This is an optimization exercise on Yosys and OpenROAD, whose aim is a short achievable clock period and few clock cycles, not a production implementation. Function was checked by simulation only, so behaviour that the tests miss may differ from the original. Power and IR drop assume default switching activity.

==> design/flow/design.v <==
module ALU #(parameter WIDTH = 32) (
    input  logic [2:0] funct3,
    input  logic       alt,         
    input  logic [WIDTH - 1 : 0] src_a, src_b,
    output logic [WIDTH - 1 : 0] out
);
    logic [WIDTH - 1 : 0] sum, sh_r, sh_l;
    logic [2 * WIDTH - 1 : 0] sh_w;
    logic lt, ltu;
    assign sum  = alt ? (src_a - src_b) : (src_a + src_b);
    assign ltu  = src_a < src_b;
    assign lt   = (src_a[WIDTH - 1] ^ src_b[WIDTH - 1]) ? src_a[WIDTH - 1] : ltu;
    assign sh_l = src_a << src_b[4:0];
    assign sh_w = {{WIDTH{alt & src_a[WIDTH - 1]}}, src_a} >> src_b[4:0];
    assign sh_r = sh_w[WIDTH - 1 : 0];
    always_comb begin
        case (funct3)
            3'b000 : out = sum;
            3'b001 : out = sh_l;
            3'b010 : out = {31'd0, lt};
            3'b011 : out = {31'd0, ltu};
            3'b100 : out = src_a ^ src_b;
            3'b101 : out = sh_r;
            3'b110 : out = src_a | src_b;
            default: out = src_a & src_b;
        endcase
    end
endmodule
module Mul_sum (
    input  logic [31:0] p0,
    input  logic [23:0] p1,
    input  logic [15:0] p2,
    input  logic [7:0]  p3,
    output logic [31:0] out
);
    assign out = p0 + {p1, 8'd0} + {p2, 16'd0} + {p3, 24'd0};
endmodule
module Registry #(parameter WIDTH = 32) (
    input  logic clk,
    input  logic [31:0] we1_dec,             
    input  logic [WIDTH - 1 : 0] wd1,
    input  logic [31:0] we2_dec,             
    input  logic [WIDTH - 1 : 0] wd2,
    input  logic [4:0] ra1, ra2,
    output logic [WIDTH - 1 : 0] rd1, rd2
);
    logic [WIDTH - 1 : 0] rv [0:31];
    assign rv[0] = {WIDTH{1'b0}};
    genvar g;
    generate
        for (g = 1; g < 32; g = g + 1) begin : r
            logic [WIDTH - 1 : 0] q;
            always_ff @(posedge clk) begin
                if (we1_dec[g])
                    q <= wd1;
                else if (we2_dec[g])
                    q <= wd2;
            end
            assign rv[g] = q;
        end
    endgenerate
    assign rd1 = rv[ra1];
    assign rd2 = rv[ra2];
endmodule
module Extender #(parameter WIDTH = 32) (
    input  logic [WIDTH - 1 : 7] in,
    output logic [WIDTH - 1 : 0] imm_i, imm_s, imm_b, imm_u, imm_j
);
    assign imm_i = {{21{in[31]}}, in[30:20]};
    assign imm_s = {{21{in[31]}}, in[30:25], in[11:7]};
    assign imm_b = {{20{in[31]}}, in[7], in[30:25], in[11:8], 1'b0};
    assign imm_u = {in[31:12], 12'b0};
    assign imm_j = {{12{in[31]}}, in[19:12], in[20], in[30:21], 1'b0};
endmodule
module LS_extender #(parameter WIDTH = 32) (
    input  logic [2:0] selector,
    input  logic [WIDTH - 1 : 0] load_in, store_in,
    output logic [WIDTH - 1 : 0] load_out, store_out
);
    always_comb begin
        case (selector)
            3'b000 : load_out = {{24{load_in[7]}}, load_in[7:0]};     
            3'b001 : load_out = {{16{load_in[15]}}, load_in[15:0]};   
            3'b100 : load_out = {24'd0, load_in[7:0]};                
            3'b101 : load_out = {16'd0, load_in[15:0]};               
            default: load_out = load_in;                              
        endcase
    end
    assign store_out = selector[0] ? {load_in[31:16], store_in[15:0]}
                                   : {load_in[31:8],  store_in[7:0]};
endmodule
module Adder_PC #(parameter WIDTH = 32) (
    input  logic [WIDTH - 1 : 0] in,
    output logic [WIDTH - 1 : 0] out
);
    assign out = in + 32'd4;
endmodule
module Adder_Branch #(parameter WIDTH = 32) (
    input  logic [WIDTH - 1 : 0] pc_in,
    input  logic [WIDTH - 1 : 0] branch,
    output logic [WIDTH - 1 : 0] out
);
    assign out = pc_in + branch;
endmodule
module Controller #(parameter WIDTH = 32) (
    input  logic [WIDTH - 1 : 0] instr,
    output logic is_lui, is_auipc, is_jal, is_jalr, is_br, is_ld, is_st,
    output logic is_opi, is_op, is_mul, is_memc,
    output logic uses_rs1, uses_rs2, writes_rd, mem_op
);
    logic [6:0] opcode;
    assign opcode = instr[6:0];
    assign is_lui   = opcode == 7'b0110111;
    assign is_auipc = opcode == 7'b0010111;
    assign is_jal   = opcode == 7'b1101111;
    assign is_jalr  = opcode == 7'b1100111;
    assign is_br    = opcode == 7'b1100011;
    assign is_ld    = opcode == 7'b0000011;
    assign is_st    = opcode == 7'b0100011;
    assign is_opi   = opcode == 7'b0010011;
    assign is_op    = opcode == 7'b0110011;
    assign is_mul   = opcode == 7'b0110000;
    assign is_memc  = opcode == 7'b0000000;
    assign uses_rs1  = is_jalr | is_br | is_ld | is_st | is_opi | is_op | is_mul | is_memc;
    assign uses_rs2  = is_br | is_st | is_op | is_mul | is_memc;
    assign writes_rd = (is_lui | is_auipc | is_jal | is_jalr | is_opi | is_op) & (instr[11:7] != 5'd0);
    assign mem_op    = is_ld | is_st | is_mul | is_memc;
endmodule
module MI_dec #(parameter WIDTH = 32) (
    input  logic clk, rst,
    input  logic issue, is_ld, is_st, is_mul, is_memc,
    input  logic [2:0] funct3,
    input  logic [4:0] rd, rs1,
    input  logic [11:0] size,
    input  logic [WIDTH - 1 : 0] addr, reg_1, reg_2,
    input  logic [31:0] p0,
    input  logic [23:0] p1,
    input  logic [15:0] p2,
    input  logic [7:0]  p3,
    output logic busy_next,        
    output logic pend,             
    output logic [4:0] pend_rd,
    output logic x9_busy,          
    output logic [31:0] we2_dec,
    output logic [WIDTH - 1 : 0] wd2,
    input  logic [WIDTH - 1 : 0] data_in,
    output logic [WIDTH - 1 : 0] data_addr, data_out,
    output logic data_write_en
);
    localparam M_IDLE = 3'd0;
    localparam M_LD   = 3'd1;    
    localparam M_MUL  = 3'd2;    
    localparam M_RD   = 3'd3;    
    localparam M_WR   = 3'd4;    
    localparam M_CL   = 3'd5;    
    localparam M_CC   = 3'd6;    
    localparam M_CS   = 3'd7;    
    logic [2:0]  st;
    logic [2:0]  mf3;
    logic [4:0]  mrd;
    logic [WIDTH - 1 : 0] maddr, dout, sdata, word, lbase, sbase, off, offn;
    logic [11:0] cnt, msize;
    logic rs1_9, rd_9, dwe, last;
    logic [31:0] q0;
    logic [23:0] q1;
    logic [15:0] q2;
    logic [7:0]  q3;
    logic [WIDTH - 1 : 0] ld_val, merged, mul_val;
    assign data_addr     = maddr;
    assign data_out      = dout;
    assign data_write_en = dwe;
    assign last      = (cnt == msize);
    assign busy_next = (st == M_RD) | (st == M_CL) | (st == M_CC) | ((st == M_CS) & ~last);
    assign pend      = (st == M_LD) | (st == M_MUL);
    assign pend_rd   = mrd;
    assign x9_busy   = (st == M_CL) | (((st == M_CC) | (st == M_CS)) & ~last);
    LS_extender ls_ext (.selector(mf3), .load_in(data_in), .store_in(sdata),
                        .load_out(ld_val), .store_out(merged));
    Mul_sum mul_sum (.p0(q0), .p1(q1), .p2(q2), .p3(q3), .out(mul_val));
    logic we2;
    assign we2 = (st == M_LD) | (st == M_MUL) | (st == M_CL);
    assign wd2 = (st == M_MUL) ? mul_val : ld_val;
    always_comb begin
        we2_dec = 32'd0;
        for (int i = 1; i < 32; i++)
            we2_dec[i] = we2 & (mrd == i[4:0]);
    end
    always_ff @(posedge clk) begin
        if (rst) begin
            st  <= M_IDLE;
            dwe <= 1'b0;
        end else begin
            dwe <= 1'b0;
            if (issue) begin
                mf3 <= funct3;
                mrd <= rd;
                if (is_ld) begin
                    st    <= M_LD;
                    maddr <= addr;
                end else if (is_st) begin
                    maddr <= addr;
                    sdata <= reg_2;
                    dout  <= reg_2;
                    if (funct3[1]) begin         
                        st  <= M_WR;
                        dwe <= 1'b1;
                    end else begin               
                        st  <= M_RD;
                    end
                end else if (is_mul) begin
                    st <= M_MUL;
                    q0 <= p0;
                    q1 <= p1;
                    q2 <= p2;
                    q3 <= p3;
                end else begin                   
                    st    <= M_CL;
                    mf3   <= 3'b010;
                    mrd   <= 5'd9;
                    maddr <= reg_1;
                    lbase <= reg_1;
                    sbase <= reg_2;
                    off   <= 32'd0;
                    offn  <= 32'd4;
                    cnt   <= 12'd0;
                    msize <= size;
                    rs1_9 <= (rs1 == 5'd9);
                    rd_9  <= (rd == 5'd9);
                end
            end else begin
                case (st)
                    M_RD : begin
                        dout <= merged;
                        st   <= M_WR;
                        dwe  <= 1'b1;
                    end
                    M_CL : begin
                        word <= data_in;
                        dout <= data_in;
                        if (rd_9) begin
                            st <= M_CC;
                        end else begin
                            st    <= M_CS;
                            dwe   <= 1'b1;
                            maddr <= sbase + off;
                        end
                    end
                    M_CC : begin
                        st    <= M_CS;
                        dwe   <= 1'b1;
                        maddr <= word + off;
                    end
                    M_CS : begin
                        if (last) begin
                            st <= M_IDLE;
                        end else begin
                            st    <= M_CL;
                            cnt   <= cnt + 12'd1;
                            off   <= offn;
                            offn  <= offn + 32'd4;
                            maddr <= (rs1_9 ? word : lbase) + offn;
                        end
                    end
                    default : st <= M_IDLE;
                endcase
            end
        end
    end
endmodule
module Mul_part #(parameter WIDTH = 32) (
    input  logic [WIDTH - 1 : 0] a, b,
    output logic [31:0] p0,
    output logic [23:0] p1,
    output logic [15:0] p2,
    output logic [7:0]  p3
);
    assign p0 = a * {24'd0, b[7:0]};
    assign p1 = a[23:0] * {16'd0, b[15:8]};
    assign p2 = a[15:0] * {8'd0, b[23:16]};
    assign p3 = a[7:0] * b[31:24];
endmodule
module RISC #(parameter WIDTH = 32) (
    input logic clk, rst,
    input logic [WIDTH - 1 : 0] instr_in, data_in,
    output logic data_write_en,
    output logic [WIDTH - 1 : 0] instr_addr, data_addr, data_out
);
    logic [WIDTH - 1 : 0] pcf, pcf_4;       
    logic [WIDTH - 1 : 0] ir, pcx;          
    logic vx;                               
    logic [4:0] ra2x;                       
    assign instr_addr = pcf;
    Adder_PC pc_inc (.in(pcf), .out(pcf_4));
    logic is_lui, is_auipc, is_jal, is_jalr, is_br, is_ld, is_st;
    logic is_opi, is_op, is_mul, is_memc, uses_rs1, uses_rs2, writes_rd, mem_op;
    logic [2:0] f3;
    logic [4:0] rdx, rs1x;
    assign f3   = ir[14:12];
    assign rdx  = ir[11:7];
    assign rs1x = ir[19:15];
    Controller ctrl (.instr(ir), .is_lui(is_lui), .is_auipc(is_auipc), .is_jal(is_jal),
        .is_jalr(is_jalr), .is_br(is_br), .is_ld(is_ld), .is_st(is_st), .is_opi(is_opi),
        .is_op(is_op), .is_mul(is_mul), .is_memc(is_memc), .uses_rs1(uses_rs1),
        .uses_rs2(uses_rs2), .writes_rd(writes_rd), .mem_op(mem_op));
    logic [WIDTH - 1 : 0] imm_i, imm_s, imm_b, imm_u, imm_j;
    Extender ext (.in(ir[31:7]), .imm_i(imm_i), .imm_s(imm_s), .imm_b(imm_b),
                  .imm_u(imm_u), .imm_j(imm_j));
    logic [31:0] we1_dec, we2_dec;
    logic [WIDTH - 1 : 0] r1, r2, wd1, wd2;
    logic we1;
    Registry registry (.clk(clk), .we1_dec(we1_dec), .wd1(wd1), .we2_dec(we2_dec), .wd2(wd2),
                       .ra1(rs1x), .ra2(ra2x), .rd1(r1), .rd2(r2));
    logic [WIDTH - 1 : 0] alu_b, alu_out, agen, link, auipc, brt;
    logic alt, eq, lt, ltu, cond;
    assign alu_b = is_op ? r2 : imm_i;
    assign alt   = ir[30] & (is_op | (f3 == 3'b101));
    ALU alu (.funct3(f3), .alt(alt), .src_a(r1), .src_b(alu_b), .out(alu_out));
    assign agen  = r1 + (is_st ? imm_s : imm_i);       
    assign link  = pcx + 32'd4;
    assign auipc = pcx + imm_u;
    Adder_Branch br_add (.pc_in(pcx), .branch(is_jal ? imm_j : imm_b), .out(brt));
    assign eq  = (r1 == r2);
    assign ltu = r1 < r2;
    assign lt  = (r1[WIDTH - 1] ^ r2[WIDTH - 1]) ? r1[WIDTH - 1] : ltu;
    always_comb begin
        case (f3)
            3'b000 : cond =  eq;
            3'b001 : cond = ~eq;
            3'b100 : cond =  lt;
            3'b101 : cond = ~lt;
            3'b110 : cond =  ltu;
            3'b111 : cond = ~ltu;
            default: cond = 1'b0;
        endcase
    end
    always_comb begin
        if (is_lui)                 wd1 = imm_u;
        else if (is_auipc)          wd1 = auipc;
        else if (is_jal | is_jalr)  wd1 = link;
        else                        wd1 = alu_out;
    end
    logic [31:0] p0;
    logic [23:0] p1;
    logic [15:0] p2;
    logic [7:0]  p3;
    Mul_part mul_part (.a(r1), .b(r2), .p0(p0), .p1(p1), .p2(p2), .p3(p3));
    logic m_busy_next, m_pend, x9_busy, hazard, stall, issue, take;
    logic [4:0] m_pend_rd;
    logic rs1_nz, rs2_nz;
    assign rs1_nz = (rs1x != 5'd0);
    assign rs2_nz = (ra2x != 5'd0);
    assign hazard = (uses_rs1 & rs1_nz & ((m_pend & (rs1x == m_pend_rd)) | (x9_busy & (rs1x == 5'd9))))
                  | (uses_rs2 & rs2_nz & ((m_pend & (ra2x == m_pend_rd)) | (x9_busy & (ra2x == 5'd9))))
                  | (x9_busy & writes_rd & (rdx == 5'd9));
    assign stall  = vx & (hazard | (mem_op & m_busy_next));
    assign issue  = vx & ~stall & mem_op;
    assign take   = vx & ~stall & (is_jal | is_jalr | (is_br & cond));
    assign we1 = vx & ~stall & writes_rd;
    always_comb begin
        we1_dec = 32'd0;
        for (int i = 1; i < 32; i++)
            we1_dec[i] = we1 & (rdx == i[4:0]);
    end
    always_ff @(posedge clk) begin
        if (rst) begin
            pcf <= {WIDTH{1'b0}};
            vx  <= 1'b0;
        end else if (take) begin
            pcf <= is_jalr ? {agen[WIDTH - 1 : 1], 1'b0} : brt;
            vx  <= 1'b0;
        end else if (~stall) begin
            pcf  <= pcf_4;
            ir   <= instr_in;
            pcx  <= pcf;
            ra2x <= (instr_in[6:0] == 7'b0000000) ? instr_in[11:7] : instr_in[24:20];
            vx   <= 1'b1;
        end
    end
    MI_dec mem_unit (.clk(clk), .rst(rst), .issue(issue), .is_ld(is_ld), .is_st(is_st),
        .is_mul(is_mul), .is_memc(is_memc), .funct3(f3), .rd(rdx), .rs1(rs1x), .size(ir[31:20]),
        .addr(agen), .reg_1(r1), .reg_2(r2), .p0(p0), .p1(p1), .p2(p2), .p3(p3),
        .busy_next(m_busy_next), .pend(m_pend), .pend_rd(m_pend_rd), .x9_busy(x9_busy),
        .we2_dec(we2_dec), .wd2(wd2), .data_in(data_in), .data_addr(data_addr),
        .data_out(data_out), .data_write_en(data_write_en));
endmodule
==> design/flow/run.sh <==
#!/bin/bash
# synth_recipe.tcl (not shown) runs the flow's synth.tcl, then flattens the netlist and writes it again
# the make line also repeats each setting of config.mk as NAME=value (left out here)
make -C /OpenROAD-flow-scripts/flow DESIGN_CONFIG=/design/flow/config.mk WORK_HOME=/design/flow/orfs CLKGATE_MAP_FILE= SYNTH_SCRIPT=/design/flow/synth_recipe.tcl finish
==> design/flow/config.mk <==
export PLATFORM = sky130hd
export DESIGN_NAME = RISC
export DESIGN_NICKNAME = RISC
export VERILOG_FILES = /design/flow/design.v
export SDC_FILE = /design/flow/constraint.sdc
export NUM_CORES = 4
export LEC_CHECK = 0
export ABC_CLOCK_PERIOD_IN_PS = 4000
export CAP_MARGIN = 20
export CORE_MARGIN = 2
export CORE_UTILIZATION = 35
export PLACE_DENSITY = 0.55
export SETUP_SLACK_MARGIN = 1.0
export SLEW_MARGIN = 20
==> design/flow/constraint.sdc <==
create_clock -name core_clock -period 20.0 [get_ports {clk}]
set_input_delay 4.0000 -clock core_clock [delete_from_list [all_inputs] [get_ports {clk}]]
set_output_delay 4.0000 -clock core_clock [all_outputs]
set_load 0.01 [all_outputs]
==> results by group <==
CTS
  • Clock Latency Late Sink: 0.97 ns
  • CTS resizes: 0
  • Setup Fix Bufs, Post-CTS: 0
  • CTS Buffer Depth: 4
  • H-tree Lvls: 4
  • CTS tree: yes
  • CTS hold repair buffers: 0
  • Clk root buf: clkbuf_16
  • Worst-path clk slew: 0.06 ns
  • Clock Sinks: 1448
  • Cts bufs inserted: 177

Timing
  • Final setup fails: 0
  • Number of max-slew violations in the final report: 0
  • Worst Max-Slew Pin Slew: 1.35 ns
  • Slew HR: 9.62%
  • Final Critical Period: 11.36 ns
  • Tcrit/Tclk final: 56.8%
  • Post-Route Skew: 0.164 ns
  • Final Hold Fails: 0
  • Setup_tns: 0 ns
  • RSZ-0062 raised after global routing: false
  • Max Fclk: 88.0 MHz

Detailed routing
  • Routed WL per cell: 42.3 µm
  • Post-Route WL: 665000 µm
  • Drt pass-1 iters: 9
  • Starting DRT DRC Count: 19400
  • DRC viols: 0
  • DR vias: 106000
  • DR vias/cell: 6.76
  • Detail Route Antenna Nets: 0

Yosys
  • Adder-Cell Fraction of Synth Area: 12.0%
  • Compound-Gate Fraction of Synth Area: 20.6%
  • EDFF count, synth: 1411
  • Yosys top cell area share: 39.6%
  • Synth area leader: edfxtp_1
  • Simple-gate share of the synthesized area: 16.9%
  • Mux share of post-synthesis cell area: 1.63%
  • Async SR Flop Fraction: 0%
  • Cell variety after synth: 107
  • Main combinational cell family by area after synthesis: compound AO/OA/AOI/OAI gates
  • Top FF cell, synth: edfxtp_1
  • Post-synthesis sequential area ratio: 40.3%
  • Cell Area, Synth: 0.107 mm²
  • Synth top area cells: edfxtp_1, fa_1, ha_1
  • Post-Synth XOR/XNOR Area: 2.75%
  • Post-Synthesis Cells: 11700
  • Register bit count reported by yosys: 1448
  • Yosys warns: 6
  • Syn_area_per_cell: 9.10 µm²

Setup path
  • WP data required: 20.55 ns
  • Critical Path Fanout Max: 40
  • Critical R2R Launch: ra2x[4]
  • Reg2Reg Depth: 27
  • Setup Crit Path Kind: flop to flop
  • Nature of the critical path endpoint: flop
  • Type of origin of the critical path: flop
  • Setup slack, reg-to-reg: 8.64 ns
  • WP data arrival: 11.92 ns
  • R2R Path End: mem_unit.q0[31]

Floorplan
  • Die H: 557 µm
  • Die area: 0.310 mm²
  • I/O pin cnt: 163
  • Core area: 0.303 mm²
  • Initial Util: 35.3%
  • DIE WIDTH: 557 µm
  • Row count: 202

Finish
  • Top reg by flops: registry.r.q
  • Area growth syn-to-layout: 12.7%
  • Layout Nets: 12400
  • Fraction of layout cells with a size suffix above 1: 9.76%
  • Commonest non-fill, non-tap cell in the layout: nand2_1
  • Max reg flops: 992
  • Commonest non-fill, non-tap cells in the layout: nand2_1, edfxtp_1, nor2_1, a21oi_1, a22oi_1
  • Non-Filler Instances: 15700
  • Filler cell count: 29900

Worst hold path
  • Worst min-delay path startpoint: pcf[0]
  • WHS Path Cells: 0
  • Worst hold path type: flop to flop
  • End of the worst hold path: pcx[0]

Pwr
  • Logic pwr share: 40.4%
  • Switching share of total power: 39.6%
  • LEAKAGE: 45.8 nW
  • Net Sw Power: 4.60 mW
  • Pwr per Cell Area: 96.5 mW/mm²
  • Clk pwr share: 29.5%
  • Internal power: 7.03 mW
  • Seq pwr share: 30.1%
  • Peak VDD IR: 0.0856 mV

GRT
  • Initial antenna violation count: 60
  • Tot GR Track Use: 41.6%
  • Vias in the first global route: 98800
  • GR Layer Usage met2: 61.3%
  • Met1 usage: 51.8%
  • Met3 Use GR: 13.5%
  • Congestion Overflow GR: 0
  • Top Usage Layer GRT: met2
  • Largest net degree at the start of global routing: 77
  • Global-route wire length before repair: 883000 µm

Place
  • DP Wirelength: 460000 µm
  • Port bufs: 162
  • GPL Wtd Cong: 1.07
  • Placed insts: 15400

Run status
  • Outcome: timing/DRC/antenna clean

Job
  • Max cap viols: 0
==> power groups by stage <==
| stage | Sequential, mW | Clock (mW) | Combinational [mW] |
|---|---|---|---|
| 2_1_floorplan | 3.56 | 0 | 2.91 |
| 3_3_place_gp | 3.56 | 0 | 4.51 |
| 3_5_place_dp | 3.56 | 0 | 4.55 |
| 4_1_cts | 3.50 | 3.44 | 4.57 |
| 5_1_grt | 3.50 | 3.55 | 5.05 |
| 6_report | 3.50 | 3.43 | 4.70 |
==> cell usage after synthesis, drive strengths merged (241+ instances only) <==
cell    count
edfxtp   1411
nand3     301
ha        445
a21oi     832
nor2     1091
fa        364
nor3      241
a22oi     729
nand2    1465
clkbuf    716
o21ai     987
inv       604
==> logic make-up after synthesis <==
| group | count (synthesis) |
|---|---|
| adders and majority gates | 809 |
| other | 1 |
| and+or+nand+nor | 3960 |
| DFF | 1448 |
| AOI/OAI and AO/OA | 3462 |
| buffers and inverters | 1571 |
| muxes | 158 |
| xor gates and xnor gates | 336 |
==> worst max-delay path by stage <==
stage,from,end,slack (ns),cells after the start
after floorplan,rst,mem_unit.q0[0],9.54,3
after global routing,ra2x[4],mem_unit.q0[31],8.45,27
final,ra2x[4],mem_unit.q0[31],8.64,27
after CTS,ra2x[4],mem_unit.q0[31],9.11,27
after global placement,ra2x[4],mem_unit.q0[31],9.39,27
after detailed placement,ra2x[4],mem_unit.q0[31],9.23,27
==> critical path, stage by stage (launching register included) <==
cell	delay, ns
edfxtp_1	0.34
buf_4	0.47
nand2b_1	0.70
nor2_4	0.84
buf_4	0.57
a22oi_1	0.15
nand4_1	0.15
or3_1	0.77
inv_1	0.73
nor2_1	0.33
fa_1	0.44
fa_1	0.47
fa_1	0.49
inv_1	0.05
fa_1	0.49
inv_1	0.05
ha_1	0.35
a21oi_1	0.22
a21oi_1	0.10
a2111oi_0	0.70
o21bai_1	0.12
a21oi_1	0.30
o211ai_1	0.20
o41ai_1	0.59
o21ai_0	0.32
o41ai_1	0.50
o21ai_0	0.23
xnor2_1	0.16
==> final cells by class <==
class | instances | area (µm²) | share of cell area, %
diodes | 32 | 80.1 | 0.0664
clock buffers | 207 | 4590 | 3.81
clock inverters | 112 | 1330 | 1.10
inverters | 616 | 2310 | 1.92
multi-input cells | 8727 | 59100 | 49.0
flip-flops and latches | 1448 | 43100 | 35.8
well taps | 3978 | 4980 | 4.13
repair buffers | 599 | 5030 | 4.18
==> routing by layer <==
| metal | vias to the layer above | routed length, µm |
|---|---|---|
| met1 | 52400 | 246000 |
| met3 | 2536 | 85600 |
| met4 | 46 | 56000 |
| met5 | - | 560 |
| met2 | 8962 | 277000 |
| li1 | 42400 | - |
==> per-stage QoR <==
stage               utilization (%)  hold WS (ns)  worst slack (ns)  cell area [µm²]  power (mW)
global route                   39.7         0.523              8.45           120000        12.1
finish                         39.7         0.505              8.64           121000        11.6
CTS                            39.7         0.510              9.11           120000        11.5
floorplan                         -         0.491              9.54           107000        6.46
global placement               37.7         0.472              9.39           114000        8.08
detailed placement             37.7         0.482              9.23           114000        8.11
Testbench counts, summed over its fixed seeds: cycles 19,509.

-- afterwards: timing with drivers on the ports --
Ports are ideal in the flow. The routed layout listed here was re-timed in OpenROAD.
Step 1 (the two cells are an assumption about what drives the block):
set clk [get_ports {clk}]
set_driving_cell -lib_cell sky130_fd_sc_hd__clkbuf_16 $clk
set_driving_cell -lib_cell sky130_fd_sc_hd__buf_2 [delete_from_list [all_inputs] $clk]
Step 2 also shifts input and output timing later by t, the mid clock arrival at the registers, as if the neighbouring blocks saw the same clock.
Slacks: ideal / step 1 / step 2; pairs: ideal / step 1.
t (ns): 1.009
setup WS [ns]: 8.636 / 8.636 / 8.636
slew at the worst register clock pin (ns): 0.09 / 0.09
worst data-port slew with drivers (ns): 0.11
After both steps setup and hold are still met in this run. For this run, drivers alone change the setup slack by 0.000 ns; drivers and shift together by 0.000 ns.
